From an optimization exercise on the open Yosys and OpenROAD flow, aimed at small area; shortcuts taken in it are not production practice. Function was checked by simulation only, so behaviour that the tests miss may differ from the original. No activity file was given, so power comes from the tool's default toggle rates.

### design/flow/constraint.sdc
create_clock -name core_clock -period 12.0 [get_ports {clk}]
set_input_delay 2.4000 -clock core_clock [delete_from_list [all_inputs] [get_ports {clk}]]
set_output_delay 2.4000 -clock core_clock [all_outputs]
set_load 0.01 [all_outputs]
### design/flow/design.v
module Direct (
    input wire clk,
    input wire reset,
    input wire[7:0] ascii,
    input wire press,
    output reg[1:0] direct,
    output reg moving,
    output reg shoot
    );
wire k_a = (ascii == 8'h61);
wire k_d = (ascii == 8'h64);
wire k_w = (ascii == 8'h77);
wire k_s = (ascii == 8'h73);
wire k_j = (ascii == 8'h6A);
always @(posedge clk) begin
    if (reset) begin
        direct <= 2'd0;
        moving <= 1'b0;
        shoot <= 1'b0;
    end
    else begin
        moving <= press & (k_a | k_d | k_w | k_s);
        shoot <= press & k_j;
        if (press & (k_a | k_d | k_w | k_s))
            direct <= {k_w | k_s, k_d | k_s};
    end
end
endmodule
module GameLoop (
    input wire clk,
    input wire reset,
    input wire clk_500ms,
    input wire clk_250ms,
    input wire clk_5s,
    input wire clk_bullet,
    input wire[1:0] direct,
    input wire moving,
    input wire shoot,
    input wire[9:0] pixel_x,
    input wire[9:0] pixel_y,
    input wire press,
    output reg[1:0] category,
    output reg[9:0] addr,
    output reg[1:0] tank_direct,
    output reg alive,
    output reg start,
    output reg[15:0] score,
    output reg player_tank
    );
localparam LEFT = 2'd0;
localparam RIGHT = 2'd1;
localparam UP = 2'd2;
localparam DOWN = 2'd3;
function [9:0] dec10(input [3:0] i);
    integer n;
    begin
        for (n = 0; n < 8; n = n + 1)
            dec10[n] = ~i[3] & (i[2:0] == n);
        dec10[8] = i[3] & ~i[0];
        dec10[9] = i[3] & i[0];
    end
endfunction
function [5:0] sel6(input [59:0] v, input [9:0] oh);
    integer n;
    begin
        sel6 = 6'd0;
        for (n = 0; n < 10; n = n + 1)
            sel6 = sel6 | (v[6*n +: 6] & {6{oh[n]}});
    end
endfunction
function [1:0] sel2(input [19:0] v, input [9:0] oh);
    integer n;
    begin
        sel2 = 2'd0;
        for (n = 0; n < 10; n = n + 1)
            sel2 = sel2 | (v[2*n +: 2] & {2{oh[n]}});
    end
endfunction
function sel1(input [9:0] v, input [9:0] oh);
    sel1 = |(v & oh);
endfunction
function [7:0] wmask(input [1:0] bl);
    case (bl)
        2'd0: wmask = {4'b0000, 4'b0111};
        2'd1: wmask = {4'b0000, 4'b1110};
        2'd2: wmask = {4'b0001, 4'b1100};
        default: wmask = {4'b0011, 4'b1000};
    endcase
endfunction
function in3(input [5:0] a, input [3:0] bh, input [3:0] bh1, input [7:0] m);
    in3 = ((a[5:2] == bh) & m[a[1:0]]) | ((a[5:2] == bh1) & m[4 + a[1:0]]);
endfunction
reg[4:0] random_pos;
always @(posedge clk) begin
    if (reset)
        random_pos <= 5'd0;
    else
        random_pos <= random_pos + 5'd1;
end
reg[2:0] moving_sync;
reg[2:0] clk500_sync;
reg[2:0] shoot_sync;
reg[2:0] clk250_sync;
reg[2:0] clk5s_sync;
reg[2:0] clkbullet_sync;
always @(posedge clk) begin
    if (reset) begin
        moving_sync <= 3'b0;
        clk500_sync <= 3'b0;
        shoot_sync <= 3'b0;
        clk250_sync <= 3'b0;
        clk5s_sync <= 3'b0;
        clkbullet_sync <= 3'b0;
    end
    else begin
        moving_sync <= {moving, moving_sync[2:1]};
        clk500_sync <= {clk_500ms, clk500_sync[2:1]};
        shoot_sync <= {shoot, shoot_sync[2:1]};
        clk250_sync <= {clk_250ms, clk250_sync[2:1]};
        clk5s_sync <= {clk_5s, clk5s_sync[2:1]};
        clkbullet_sync <= {clk_bullet, clkbullet_sync[2:1]};
    end
end
wire moving_edge = ~moving_sync[0] & moving_sync[1];
wire clk500_edge = ~clk500_sync[0] & clk500_sync[1];
wire shoot_edge = ~shoot_sync[0] & shoot_sync[1];
wire clk250_edge = ~clk250_sync[0] & clk250_sync[1];
wire clk5s_edge = ~clk5s_sync[0] & clk5s_sync[1];
wire clkbullet_edge = ~clkbullet_sync[0] & clkbullet_sync[1];
reg[59:0] tx, ty;
reg[19:0] td;
reg[3:0] n_tanks;
reg[3:0] tanks_ptr;
reg[3:0] tanks_p;
reg[3:0] tanks_cnt;
reg tanks_go;
reg tank_turn;
reg[1:0] random_direct;
reg[59:0] bx, by;
reg[19:0] bd;
reg[9:0] bp;
reg[3:0] n_bullets;
reg[3:0] bullets_ptr;
reg bullets_go;
wire[5:0] t0x = tx[5:0];
wire[5:0] t0y = ty[5:0];
wire[1:0] t0d = td[1:0];
wire b_room = (n_bullets < 4'd10);
wire pl_shoot = shoot_edge & b_room;
wire b_pass = ~pl_shoot & (clkbullet_edge | bullets_go);
wire en_shoot = ~pl_shoot & ~b_pass & clk250_edge & b_room;
wire en_fire = en_shoot & (tanks_cnt < n_tanks);
wire[9:0] s_idx = pl_shoot ? 10'd1 : dec10(tanks_cnt);
wire[5:0] s_x = sel6(tx, s_idx);
wire[5:0] s_y = sel6(ty, s_idx);
wire[1:0] s_d = sel2(td, s_idx);
reg[5:0] nb_x, nb_y;
reg nb_ok;
always @(*) begin
    case (s_d)
        LEFT:  begin nb_x = s_x - 6'd1; nb_y = s_y + 6'd1; nb_ok = (s_x != 6'd1); end
        RIGHT: begin nb_x = s_x + 6'd3; nb_y = s_y + 6'd1; nb_ok = 1'b1; end
        UP:    begin nb_x = s_x + 6'd1; nb_y = s_y - 6'd1; nb_ok = (s_y != 6'd1); end
        default: begin nb_x = s_x + 6'd1; nb_y = s_y + 6'd3; nb_ok = 1'b1; end
    endcase
end
wire create = (pl_shoot | en_fire) & nb_ok;
wire[9:0] b_out;
genvar g;
generate
    for (g = 0; g < 10; g = g + 1) begin : bo
        wire[5:0] sx = bx[6*g +: 6];
        wire[5:0] sy = by[6*g +: 6];
        assign b_out[g] = (sx == 6'd0) | (sx >= 6'd62) | (sy == 6'd0) | (sy >= 6'd47);
    end
endgenerate
wire p_act = b_pass & (bullets_ptr < n_bullets);
wire[9:0] bptr_oh = dec10(bullets_ptr);
wire p_del = sel1(b_out, bptr_oh);
wire[3:0] b_last = n_bullets - 4'd1;
wire[9:0] r_idx = p_del ? dec10(b_last) : bptr_oh;
wire[5:0] r_x = sel6(bx, r_idx);
wire[5:0] r_y = sel6(by, r_idx);
wire[1:0] r_d = sel2(bd, r_idx);
wire r_p = sel1(bp, r_idx);
reg[5:0] m_x, m_y;
always @(*) begin
    m_x = r_x;
    m_y = r_y;
    if (!p_del) begin
        case (r_d)
            LEFT:  m_x = r_x - 6'd1;
            RIGHT: m_x = r_x + 6'd1;
            UP:    m_y = r_y - 6'd1;
            default: m_y = r_y + 6'd1;
        endcase
    end
end
wire b_we = create | p_act;
wire[3:0] w_idx = create ? n_bullets : bullets_ptr;
wire[5:0] w_x = create ? nb_x : m_x;
wire[5:0] w_y = create ? nb_y : m_y;
wire[1:0] w_d = create ? s_d : r_d;
wire w_p = create ? pl_shoot : r_p;
integer k;
always @(posedge clk) begin
    if (start) begin
        for (k = 0; k < 10; k = k + 1) begin
            if (b_we && w_idx == k) begin
                bx[6*k +: 6] <= w_x;
                by[6*k +: 6] <= w_y;
                bd[2*k +: 2] <= w_d;
                bp[k] <= w_p;
            end
        end
    end
end
always @(posedge clk) begin
    if (reset) begin
        n_bullets <= 4'd0;
        bullets_ptr <= 4'd0;
        bullets_go <= 1'b0;
        tanks_cnt <= 4'd1;
    end
    else if (start) begin
        if (create)
            n_bullets <= n_bullets + 4'd1;
        else if (p_act & p_del)
            n_bullets <= b_last;
        if (b_pass) begin
            if (clkbullet_edge & ~bullets_go)
                bullets_go <= 1'b1;
            if (p_act) begin
                if (!p_del)
                    bullets_ptr <= bullets_ptr + 4'd1;
            end
            else begin
                bullets_ptr <= 4'd0;
                bullets_go <= 1'b0;
            end
        end
        if (en_shoot)
            tanks_cnt <= (tanks_cnt < n_tanks) ? tanks_cnt + 4'd1 : 4'd1;
    end
end
wire[9:0] tptr_oh = dec10(tanks_ptr);
wire[5:0] c_x = sel6(tx, tptr_oh);
wire[5:0] c_y = sel6(ty, tptr_oh);
wire[1:0] c_d = sel2(td, tptr_oh);
wire[3:0] t_last = n_tanks - 4'd1;
wire[9:0] tlast_oh = dec10(t_last);
wire[5:0] l_x = sel6(tx, tlast_oh);
wire[5:0] l_y = sel6(ty, tlast_oh);
wire[1:0] l_d = sel2(td, tlast_oh);
wire[9:0] hit_e, hit_p;
generate
    for (g = 0; g < 10; g = g + 1) begin : hc
        wire[5:0] sx = bx[6*g +: 6];
        wire[5:0] sy = by[6*g +: 6];
        wire v = (g < n_bullets);
        wire[5:0] px_ = bp[g] ? c_x : t0x;
        wire[5:0] py_ = bp[g] ? c_y : t0y;
        wire[3:0] pxh1 = px_[5:2] + 4'd1;
        wire[3:0] pyh1 = py_[5:2] + 4'd1;
        wire h = v & in3(sx, px_[5:2], pxh1, wmask(px_[1:0])) & in3(sy, py_[5:2], pyh1, wmask(py_[1:0]));
        assign hit_e[g] = h & bp[g];
        assign hit_p[g] = h & ~bp[g];
    end
endgenerate
wire spawn = clk5s_edge & (n_tanks < 4'd10);
wire t_pass = clk250_edge | tanks_go;
wire t_act = t_pass & (tanks_ptr != n_tanks);
wire kill = t_act & (|hit_e);
wire turn_on = clk5s_edge | tank_turn;
wire turn_act = turn_on & (tanks_p < n_tanks);
reg[5:0] e_x, e_y;
reg e_bounce;
always @(*) begin
    e_x = c_x;
    e_y = c_y;
    e_bounce = 1'b0;
    case (c_d)
        LEFT:  if (c_x > 6'd1) e_x = c_x - 6'd1; else e_bounce = 1'b1;
        RIGHT: if (c_x < 6'd58) e_x = c_x + 6'd1; else e_bounce = 1'b1;
        UP:    if (c_y > 6'd1) e_y = c_y - 6'd1; else e_bounce = 1'b1;
        default: if (c_y < 6'd43) e_y = c_y + 6'd1; else e_bounce = 1'b1;
    endcase
end
wire[5:0] pw_x = kill ? l_x : e_x;
wire[5:0] pw_y = kill ? l_y : e_y;
wire[1:0] pw_d = kill ? l_d : (e_bounce ? random_direct : c_d);
wire[5:0] sp = {1'b0, random_pos} + 6'd1;
wire pl_move = (moving_edge | clk500_edge) & moving;
reg[5:0] p_x, p_y;
always @(*) begin
    p_x = t0x;
    p_y = t0y;
    case (direct)
        LEFT:  if (t0x > 6'd1) p_x = t0x - 6'd1;
        RIGHT: if (t0x < 6'd58) p_x = t0x + 6'd1;
        UP:    if (t0y > 6'd1) p_y = t0y - 6'd1;
        default: if (t0y < 6'd43) p_y = t0y + 6'd1;
    endcase
end
integer i;
always @(posedge clk) begin
    if (reset) begin
        tx[5:0] <= 6'd1;
        ty[5:0] <= 6'd1;
        td[1:0] <= RIGHT;
    end
    else if (start) begin
        if (pl_move) begin
            tx[5:0] <= p_x;
            ty[5:0] <= p_y;
            td[1:0] <= direct;
        end
    end
end
reg[59:0] tx_n, ty_n;
reg[19:0] td_n;
reg sa, sb, sc, sd;
always @(*) begin
    tx_n = tx;
    ty_n = ty;
    td_n = td;
    for (i = 1; i < 10; i = i + 1) begin
        sa = start & t_act & (tanks_ptr == i);
        sb = start & spawn & (n_tanks == i) & ~sa;
        tx_n[6*i +: 6] = ({6{sa}} & pw_x) | ({6{sb}} & sp) | ({6{~sa & ~sb}} & tx[6*i +: 6]);
        ty_n[6*i +: 6] = ({6{sa}} & pw_y) | ({6{sb}} & sp) | ({6{~sa & ~sb}} & ty[6*i +: 6]);
        sc = start & ((turn_act & (tanks_p == i)) | (spawn & (n_tanks == i)));
        sd = start & t_act & (tanks_ptr == i) & ~sc;
        td_n[2*i +: 2] = ({2{sc}} & random_direct) | ({2{sd}} & pw_d) | ({2{~sc & ~sd}} & td[2*i +: 2]);
    end
end
always @(posedge clk) begin
    tx[59:6] <= tx_n[59:6];
    ty[59:6] <= ty_n[59:6];
    td[19:2] <= td_n[19:2];
end
always @(posedge clk) begin
    if (reset) begin
        n_tanks <= 4'd1;
        tanks_ptr <= 4'd1;
        tanks_go <= 1'b0;
        tanks_p <= 4'd1;
        tank_turn <= 1'b0;
        random_direct <= 2'b00;
        score <= 16'b0;
    end
    else if (start) begin
        if (kill)
            n_tanks <= t_last;
        else if (spawn)
            n_tanks <= n_tanks + 4'd1;
        if (spawn | (t_act & ~kill & e_bounce) | turn_act)
            random_direct <= random_direct + 2'b01;
        if (t_pass) begin
            if (clk250_edge & ~tanks_go)
                tanks_go <= 1'b1;
            if (t_act) begin
                if (!kill)
                    tanks_ptr <= tanks_ptr + 4'd1;
            end
            else begin
                tanks_ptr <= 4'd1;
                tanks_go <= 1'b0;
            end
        end
        if (turn_on) begin
            if (clk5s_edge & ~tank_turn)
                tank_turn <= 1'b1;
            if (turn_act)
                tanks_p <= tanks_p + 4'd1;
            else begin
                tanks_p <= 4'd1;
                tank_turn <= 1'b0;
            end
        end
        if (kill) begin
            if (score[3:0] < 4'd9)
                score[3:0] <= score[3:0] + 4'd1;
            else if (score[7:4] < 4'd9) begin
                score[7:4] <= score[7:4] + 4'd1;
                score[3:0] <= 4'd0;
            end
            else if (score[11:8] < 4'd9) begin
                score[11:8] <= score[11:8] + 4'd1;
                score[7:4] <= 4'd0;
                score[3:0] <= 4'd0;
            end
            else if (score[15:12] < 4'd9) begin
                score[15:12] <= score[15:12] + 4'd1;
                score[11:8] <= 4'd0;
                score[7:4] <= 4'd0;
                score[3:0] <= 4'd0;
            end
        end
    end
end
wire[9:0] qx10 = pixel_x / 10'd10;
wire[9:0] qy10 = pixel_y / 10'd10;
wire[9:0] rx10 = pixel_x % 10'd10;
wire[9:0] ry10 = pixel_y % 10'd10;
wire[5:0] qx = (pixel_x >= 10'd630) ? 6'd63 : qx10[5:0];
wire[5:0] qy = (pixel_y >= 10'd630) ? 6'd63 : qy10[5:0];
wire[3:0] rx = rx10[3:0];
wire[3:0] ry = ry10[3:0];
wire wall = (qx <= 6'd61) & (qy <= 6'd46) &
            ((qx == 6'd0) | (qx >= 6'd61) | (qy == 6'd0) | (qy >= 6'd46));
wire[3:0] qxh1 = qx[5:2] - 4'd1;
wire[3:0] qyh1 = qy[5:2] - 4'd1;
function [7:0] qmask(input [1:0] ql);
    case (ql)
        2'd0: qmask = {4'b1100, 4'b0001};
        2'd1: qmask = {4'b1000, 4'b0011};
        2'd2: qmask = {4'b0000, 4'b0111};
        default: qmask = {4'b0000, 4'b1110};
    endcase
endfunction
wire[7:0] qxm = qmask(qx[1:0]);
wire[7:0] qym = qmask(qy[1:0]);
wire[9:0] b_hit;
wire[9:0] t_hit;
generate
    for (g = 0; g < 10; g = g + 1) begin : pc
        wire[5:0] ex = tx[6*g +: 6];
        wire[5:0] ey = ty[6*g +: 6];
        wire mx = ((qx[5:2] == ex[5:2]) & qxm[ex[1:0]]) | ((qxh1 == ex[5:2]) & qxm[4 + ex[1:0]]);
        wire my = ((qy[5:2] == ey[5:2]) & qym[ey[1:0]]) | ((qyh1 == ey[5:2]) & qym[4 + ey[1:0]]);
        assign t_hit[g] = (g < n_tanks) & mx & my;
        assign b_hit[g] = (g < n_bullets) & (bx[6*g +: 6] == qx) & (by[6*g +: 6] == qy);
    end
endgenerate
reg[1:0] w_xl, w_yl, w_dir;
integer j;
always @(*) begin
    w_xl = tx[1:0];
    w_yl = ty[1:0];
    w_dir = td[1:0];
    for (j = 1; j < 10; j = j + 1) begin
        if (t_hit[j]) begin
            w_xl = tx[6*j +: 2];
            w_yl = ty[6*j +: 2];
            w_dir = td[2*j +: 2];
        end
    end
end
wire[1:0] w_dx = qx[1:0] - w_xl;
wire[1:0] w_dy = qy[1:0] - w_yl;
wire w_player = ~(|t_hit[9:1]);
wire[9:0] a_base = {1'b0, ry, 5'd0} - {5'd0, ry, 1'b0} + {6'd0, rx} + 10'd1;
reg[9:0] a_off;
always @(*) begin
    case ({w_dy, w_dx})
        4'b0000: a_off = 10'd0;
        4'b0001: a_off = 10'd10;
        4'b0010: a_off = 10'd20;
        4'b0100: a_off = 10'd300;
        4'b0101: a_off = 10'd310;
        4'b0110: a_off = 10'd320;
        4'b1000: a_off = 10'd600;
        4'b1001: a_off = 10'd610;
        default: a_off = 10'd620;
    endcase
end
always @(posedge clk) begin
    if (reset) begin
        category <= 2'd0;
        tank_direct <= RIGHT;
        addr <= 10'b0;
        player_tank <= 1'b0;
    end
    else if (start) begin
        if (|t_hit) begin
            addr <= a_base + a_off;
            tank_direct <= w_dir;
            player_tank <= w_player;
        end
        if (|b_hit)
            category <= 2'd3;
        else if (|t_hit)
            category <= 2'd2;
        else if (wall)
            category <= 2'd1;
        else
            category <= 2'd0;
    end
end
always @(posedge clk) begin
    if (reset) begin
        alive <= 1'b1;
        start <= 1'b0;
    end
    else if (start) begin
        if (|hit_p)
            alive <= 1'b0;
    end
    else if (alive && press) begin
        start <= 1'b1;
    end
end
endmodule
module TankGame (
    input wire clk,
    input wire reset,
    input wire[7:0] ascii,
    input wire press,
    input wire tick_bullet,
    input wire tick_250ms,
    input wire tick_500ms,
    input wire tick_5s,
    input wire[9:0] pixel_x,
    input wire[9:0] pixel_y,
    output wire[3:0] category,
    output wire[9:0] addr,
    output wire[2:0] tank_direct,
    output wire alive,
    output wire start,
    output wire[15:0] score,
    output wire player_tank
    );
wire[1:0] moving_direct;
wire moving;
wire shoot;
wire[1:0] cat2;
wire[1:0] tdir2;
assign category = {2'b00, cat2};
assign tank_direct = {1'b0, tdir2};
Direct M2 (
    .clk(clk),
    .reset(reset),
    .ascii(ascii),
    .press(press),
    .direct(moving_direct),
    .moving(moving),
    .shoot(shoot)
    );
GameLoop M3 (
    .clk(clk),
    .reset(reset),
    .clk_500ms(tick_500ms),
    .clk_250ms(tick_250ms),
    .clk_5s(tick_5s),
    .clk_bullet(tick_bullet),
    .direct(moving_direct),
    .moving(moving),
    .pixel_x(pixel_x),
    .pixel_y(pixel_y),
    .shoot(shoot),
    .press(press),
    .category(cat2),
    .addr(addr),
    .tank_direct(tdir2),
    .alive(alive),
    .start(start),
    .score(score),
    .player_tank(player_tank)
    );
endmodule
### design/flow/run.sh
#!/bin/bash
# synth_recipe.tcl (not shown) runs the flow's synth.tcl, then flattens the netlist and writes it again
# the make line also repeats each setting of config.mk as NAME=value (left out here)
make -C /OpenROAD-flow-scripts/flow DESIGN_CONFIG=/design/flow/config.mk WORK_HOME=/design/flow/orfs CLKGATE_MAP_FILE= SYNTH_SCRIPT=/design/flow/synth_recipe.tcl finish
### design/flow/config.mk
export PLATFORM = sky130hd
export DESIGN_NAME = TankGame
export DESIGN_NICKNAME = TankGame
export VERILOG_FILES = /design/flow/design.v
export SDC_FILE = /design/flow/constraint.sdc
export NUM_CORES = 4
export LEC_CHECK = 0
export ABC_AREA = 1
export CAP_MARGIN = 25
export CORE_MARGIN = 2
export CORE_UTILIZATION = 45
export CTS_CLUSTER_DIAMETER = 80
export CTS_CLUSTER_SIZE = 24
export SLEW_MARGIN = 20
==> run summary, run 1 <==
Max Fanout on Critical Path=13; Cell Area, Placed=34,400 µm²; GR Util met3=18.7%; dpl cells=5,583; FMAX=91.7 MHz; final clock skew=51.4 ps; peak supply drop=296 µV; grt ovf=0; Sink Count=379; Final Slew Violations=0; critical path endpoint category=flip-flop; DPL Wire Length=131 mm; Crit path top cell by count=nand2_1; final hold viol count=0; clock latency on the worst-skew pair=610 ps; worst-margin pin slew=1190 ps; largest net degree at the start of global routing=45; Setup TNS Final=0 ps; RSZ-0062 raised after global routing=no; slowest cell delay on critical path=580 ps; core box area=71,100 µm²; CP Class=input port to flip-flop; Crit-path slowest cell=ha_1; PortBufs=67; final setup fails=0; Gate Count Post-Synth=4,603; Synth cell types=81; GR Util All Layers=45.0%; Finished Cell Area=35,700 µm²; top_reg_cell synth=dfxtp_1; GR Util met1=60.7%; Final Cycle Share=90.9%; min Tclk post-route=10,910 ps; CTS tree=built; H-Tree Level Count=2; WL/cell=30.5 µm; drt total wl=172 mm; 1st-iter DRT viols=5,641; Critical Path AT=11,430 ps; Site Rows=98; initial core utilization=45.3%; CTS resizes=0; fin util=50.2%; root buffer cell=clkbuf_16; die height=272 µm; async set-or-reset flop fraction in the synthesized netlist=0%; Post-Layout Cell Count=5,653; Die X=272 µm; Avg Cell Area, Syn=7.00 µm²; Post-Syn Area=32,200 µm²; GRT busiest layer=met2; CP top delay family=simple AND/OR/NAND/NOR gates; first-pass GRT wire length=241 mm; number of CTS-inserted buffers=34; worst hold-check path type=flip-flop to flip-flop; sequential area share after synthesis=28.2%; leakage power=15.2 nW; Vias=37,100; number of setup buffers added after CTS=0; First-pass DRT Iterations=7; Critical Path Start Type=input port; CP required=12,520 ps; initial antenna violation count=13; Final nets=4,845; antenna-violating nets left=0; status=timing/DRC/antenna clean; CP bufs+invs=9; Top Ports=71; Placer Congestion=1.12; drt drc=0; met2 usage=60.9%; routed vias/inst=6.55; Synth warnings=2; Max Cap Viol=0; number of global-route vias before repair=33,500; Clock Path Buffers=3; EDFF count, synth=150; Max-slew headroom=20.5%; Clock Pin Slew Worst Setup and Hold Paths=90 ps; layout cell share with drive strength beyond 1=6.88%; Area Overhead vs Synth=10.8%; PD cells=153 nW/µm²; Seq cells post-synth=379; cts hold-fix bufs=0; die area=73,700 µm²
==> synthesized netlist by cell type (all sizes together) (7+ instances only) <==
cell type | n | area share, %
ha | 130 | 5.1
nand3b | 10 | 0.23
o21a | 7 | 0.16
a2111oi | 28 | 0.76
o2111ai | 37 | 1.0
nor4 | 68 | 1.4
o32ai | 8 | 0.22
o22ai | 147 | 2.9
o31ai | 9 | 0.21
inv | 610 | 7.1
a211oi | 32 | 0.76
o21ai | 358 | 5.6
nor3 | 76 | 1.2
dfxtp | 229 | 14
nand2 | 929 | 11
and2 | 7 | 0.14
nor2 | 338 | 4.0
a41oi | 11 | 0.30
and3 | 10 | 0.19
a21oi | 230 | 3.7
fa | 7 | 0.44
xor2 | 253 | 6.9
o211ai | 143 | 3.3
o41ai | 14 | 0.38
o221ai | 36 | 0.98
a221oi | 59 | 1.6
clkbuf | 115 | 1.3
or2 | 13 | 0.25
clkinv | 30 | 0.35
a31oi | 13 | 0.29
nand3 | 244 | 4.0
edfxtp | 150 | 14
buf | 53 | 0.96
nand4 | 81 | 1.6
xnor2 | 66 | 1.8
==> registers in the layout, summed over array words and instances (netlist names), 4 cells and up <==
name / cells
M3.bx: 60
M3.by: 60
M3.td: 20
M3.n_tanks: 4
M3.tanks_ptr: 4
M3.score: 16
M3.bd: 20
M3.n_bullets: 4
M3.ty: 60
M3.tx: 60
M3.tanks_p: 4
M3.bp: 10
M3.tanks_cnt: 4
M3.random_pos: 5
M3.addr: 10
M3.bullets_ptr: 4
==> final timing paths <==
path	slack, ps	start	to	depth (start not counted)
max	1090	pixel_x[8]	M3.addr[9]	61
min reg2reg	400	M3.shoot_sync[2]	M3.shoot_sync[1]	2
min	400	M3.shoot_sync[2]	M3.shoot_sync[1]	2
max reg2reg	2880	M3.bx[5]	M3.by[11]	31
==> cells by family after synthesis <==
group | count (synthesis) | share of synthesized area (%)
fa+ha+maj | 138 | 5.52
mux | 4 | 0.124
simple gates | 1784 | 24.5
xor+xnor | 320 | 8.75
flops | 379 | 28.2
other cells | 1 | 0.0116
buf+inv | 808 | 9.76
compound gates | 1169 | 23.2
==> metal layers <==
layer  share of wire, %  vias to the layer above
met5              0.098                        -
met3                 16                      646
met2                 38                     2959
met1                 39                    17300
met4                6.3                       10
li1                   -                    16100
==> worst register-to-register path, delay by kind of cell, from the launching register on <==
family	cells	cell delay, ps
adder cells (fa/ha/maj)	1	430
flip-flops	1	650
AND/OR/NAND/NOR	16	3740
AO/OA/AOI/OAI	10	2720
buffers and inverters	4	1120
==> power by group <==
part           total [W]  switching (W)  internal, W
Sequential       0.00148      0.0000632      0.00141
Clock            0.00127       0.000680     0.000592
Combinational    0.00272        0.00191     0.000802
Total            0.00547        0.00266      0.00281
==> area by class of cell <==
type | count | area, µm²
antenna | 5 | 12.5
clock buffer | 36 | 880
clock inverter | 25 | 339
fill | 7179 | 35400
inverter | 640 | 2400
multi-input combinational | 3418 | 20100
sequential | 379 | 9090
tap | 950 | 1190
timing repair buffer | 200 | 1680
==> cell usage in the layout, fill, tap and decap left out, drive strengths merged, types with 147 or more instances in the layout <==
cell	synthesis	layout
nor2	338	338
inv	610	627
a21oi	230	230
o22ai	147	147
nand2	929	929
o21ai	358	358
xor2	253	253
dfxtp	229	229
edfxtp	150	150
nand3	244	244
==> stage by stage <==
| step | setup WS [ps] | hold slack (ps) | total power [W] |
|---|---|---|---|
| after floorplan | 2020 | 388 | 0.00312 |
| after global placement | 866 | 390 | 0.00406 |
| after detailed placement | 650 | 393 | 0.00406 |
| after CTS | 1240 | 405 | 0.00531 |
| after global routing | 99.4 | 428 | 0.00565 |
| final | 1090 | 403 | 0.00547 |
==> run 2, diff against run 1 <==
--- a/design/flow/config.mk
+++ b/design/flow/config.mk
@@ -11,4 +11,4 @@
 export CORE_UTILIZATION = 45
-export CTS_CLUSTER_DIAMETER = 80
-export CTS_CLUSTER_SIZE = 24
+export CTS_CLUSTER_DIAMETER = 90
+export CTS_CLUSTER_SIZE = 27
 export SLEW_MARGIN = 20
==> run summary, run 2 <==
die area=73,700 µm² (unchanged); largest net degree at the start of global routing=45 (unchanged); Crit-path slowest cell=clkdlybuf4s50_1; worst reg-to-reg setup slack=2960 ps (+80 ps); cts hold-fix bufs=0 (unchanged); Net Sw Frac=48.9% (+0.28 points); Worst R2R Start=M3.bx[5]; GR Util met1=60.0% (-0.64 points); CP required=12,600 ps (+80 ps); first-pass GRT wire length=240 mm (-0.32%); Post-Syn Area=32,200 µm² (unchanged); number of setup buffers added after CTS=0 (unchanged); EDFF count, synth=150 (unchanged); Final nets=4,839 (-0.12%); Critical Path Start Type=input port; Gate Count Post-Synth=4,603 (unchanged); Area Overhead vs Synth=10.3%; synth top area cells=dfxtp_1, edfxtp_1, nand2_1; layout cell share with drive strength beyond 1=6.72% (-0.16 points); RSZ-0062 raised after global routing=no; First-pass DRT Iterations=7 (unchanged); Vias=37,100 (+0.24%); Logic pwr share=50.6% (+0.9 points); commonest non-fill, non-tap cell in the layout=nand2_1; Site Rows=98 (unchanged); peak supply drop=294 µV (-0.62%); GR Util All Layers=44.8% (-0.19 points); CTS tree=built; min Tclk post-route=10,850 ps (-62.6 ps); final hold viol count=0 (unchanged); Hold Crit Depth=2 (unchanged); most frequent cells in the layout=nand2_1, inv_1, o21ai_0, nor2_1, xor2_1; FMAX=92.2 MHz (+0.58%); Post-synth top cells=nand2_1, inv_1, nor2_1, o21ai_0, xor2_1; GR Util met3=19.0% (+0.36 points); Int Pwr=0.00274 W (-2.5%); Clock Pin Slew Worst Setup and Hold Paths=110 ps (+20 ps); Crit path top cell by count=nand2_1; Avg Cell Area, Syn=7.00 µm² (unchanged); clock latency on the worst-skew pair=670 ps (+60 ps); PortBufs=67 (unchanged); worst-margin pin slew=1200 ps (+8.64 ps); CTS resizes=0 (unchanged); Die X=272 µm (unchanged); Worst Hold Launch=M3.shoot_sync[2]; Placer Congestion=1.12 (unchanged); DPL Wire Length=131 mm (unchanged); WL/cell=30.6 µm (+0.23%); slowest cell delay on critical path=640 ps (+60 ps); H-Tree Level Count=1 (-1); critical path endpoint category=flip-flop; root buffer cell=clkbuf_16; core box area=71,100 µm² (unchanged); Final Cycle Share=90.4% (-0.52 points); drt drc=0 (unchanged); fin util=50.0% (-0.20 points); 1st-iter DRT viols=5,398 (-4.3%); most common cell in the synthesized netlist=nand2_1; initial antenna violation count=12 (-1); Final Slew Violations=0 (unchanged); worst hold-check path type=flip-flop to flip-flop; final clock skew=32.9 ps (-18.5 ps); top cell type's share of synthesized area=14.2% (unchanged); final setup fails=0 (unchanged); Critical Path AT=11,450 ps (+20 ps); met2 usage=60.3% (-0.55 points); leakage power=15.2 nW (-0.43%); die height=272 µm (unchanged); Clock Path Buffers=3 (unchanged); drt total wl=173 mm (+0.10%); Max-slew headroom=20.0% (-0.52 points); worst r2r path cells=31 (unchanged); antenna-violating nets left=0 (unchanged); sequential area share after synthesis=28.2% (unchanged); RR Endpoint=M3.by[35]; PD cells=151 nW/µm² (-1.5%); Setup TNS Final=0 ps (unchanged); number of CTS-inserted buffers=28 (-18%); initial core utilization=45.3% (unchanged); Switch Pwr=0.00262 W (-1.4%); grt ovf=0 (unchanged); top_reg_cell synth=dfxtp_1; routed vias/inst=6.58 (+0.36%); CP Class=input port to flip-flop; post-synth top area cell=dfxtp_1; Max Fanout on Critical Path=12 (-1); Max Cap Viol=0 (unchanged); async set-or-reset flop fraction in the synthesized netlist=0% (unchanged); Seq pwr share=27.6% (+0.6 points); Seq cells post-synth=379 (unchanged); GRT busiest layer=met2; Synth warnings=2 (unchanged); Sink Count=379 (unchanged); number of global-route vias before repair=33,500 (+0.10%); Top Ports=71 (unchanged); Synth cell types=81 (unchanged); clock power share=21.8% (-1.5 points); status=timing/DRC/antenna clean; Hold EP=M3.shoot_sync[1]
[run 2: cell counts after synthesis]
No cell type changed its count.
[run 2: power groups by stage]
| stage | registers [W] | clock network [W] | logic (W) |
|---|---|---|---|
| floorplan | 0.00147 | 0 | 0.00165 |
| global placement | 0.00150 | 0 | 0.00256 |
| detailed placement | 0.00150 | 0 | 0.00256 |
| CTS | 0.00147 | 0.00116 | 0.00258 |
| global route | 0.00148 | 0.00120 | 0.00287 |
| finish | 0.00148 | 0.00117 | 0.00271 |
[run 2: logic make-up after synthesis]
family	count (synthesis)	share of synthesized area, %
other cells	1	0.0116
fa+ha+maj	138	5.52
flops	379	28.2
simple gates	1784	24.5
mux	4	0.124
buf+inv	808	9.76
xor+xnor	320	8.75
compound gates	1169	23.2
[run 2: area by class of cell]
| class | count | area [µm²] |
|---|---|---|
| multi-input combinational | 3418 | 20100 |
| antenna | 7 | 17.5 |
| tap | 950 | 1190 |
| clock inverter | 22 | 335 |
| clock buffer | 30 | 729 |
| fill | 7200 | 35600 |
| sequential | 379 | 9090 |
| timing repair buffer | 200 | 1680 |
| inverter | 640 | 2400 |
[run 2: through the flow]
step	power, W	worst slack [ps]	instances	instance area [µm²]	hold WS [ps]
finish	0.00536	1150	5646	35500	396
global route	0.00555	169	5639	35500	415
CTS	0.00521	1320	5635	35500	400
detailed placement	0.00406	650	5583	34400	393
global placement	0.00406	866	5576	34300	390
floorplan	0.00312	2020	4605	32200	388
[run 2: worst max path at each step]
stage	start	end	slack, ps	cells after the start
5_1_grt	pixel_x[8]	M3.addr[9]	170	62
3_5_place_dp	pixel_x[8]	M3.addr[9]	650	61
3_3_place_gp	pixel_x[8]	M3.addr[9]	870	61
4_1_cts	pixel_x[8]	M3.addr[9]	1320	61
2_1_floorplan	pixel_y[9]	M3.addr[9]	2020	60
6_report	pixel_y[9]	M3.addr[9]	1150	64
[run 2: per-layer routing]
layer / part of all wire [%] / up-vias
met1: 39 / 17400
met5: 0.015 / -
li1: - / 16100
met4: 6.3 / 4
met3: 16 / 628
met2: 38 / 3016
[run 2: worst max-delay path: cells and delay by family]
kind,cells,cell delay [ps]
xor gates and xnor gates,2,370
adders and majority gates,3,1020
AOI/OAI and AO/OA,12,1910
and+or+nand+nor,39,4210
buffers and inverters,8,1520

## static timing again, ports no longer ideal
The results above use ideal ports. As a check the final layouts listed here were re-extracted and re-timed, cells and wires unchanged. Step 1 (the two cells are an assumption about what drives the block):
set clk [get_ports {clk}]
set_driving_cell -lib_cell sky130_fd_sc_hd__clkbuf_16 $clk
set_driving_cell -lib_cell sky130_fd_sc_hd__buf_2 [delete_from_list [all_inputs] $clk]
Step 2 times the ports against the registers' clock, not the clock port: input delays grow and output delays shrink by t, the midpoint of the rising clock arrivals with the driver on. a / b / c = no drivers / after step 1 / after step 2; a / b = the first two.
| run | shift t [ns] | setup slack, ns | worst hold slack (ns) | latest minus earliest clock arrival (ns) |
|---|---|---|---|---|
| run 1 | 0.659 | 1.090 / 1.137 / 0.479 | 0.403 / 0.403 / 0.403 | 0.051 / 0.051 |
| run 2 | 0.722 | 1.153 / 1.197 / 0.475 | 0.396 / 0.396 / 0.396 | 0.033 / 0.033 |
After both steps every run listed still meets setup and hold. For run 2, which loses most, drivers alone change the setup slack by +0.044 ns; drivers and shift together by -0.678 ns.
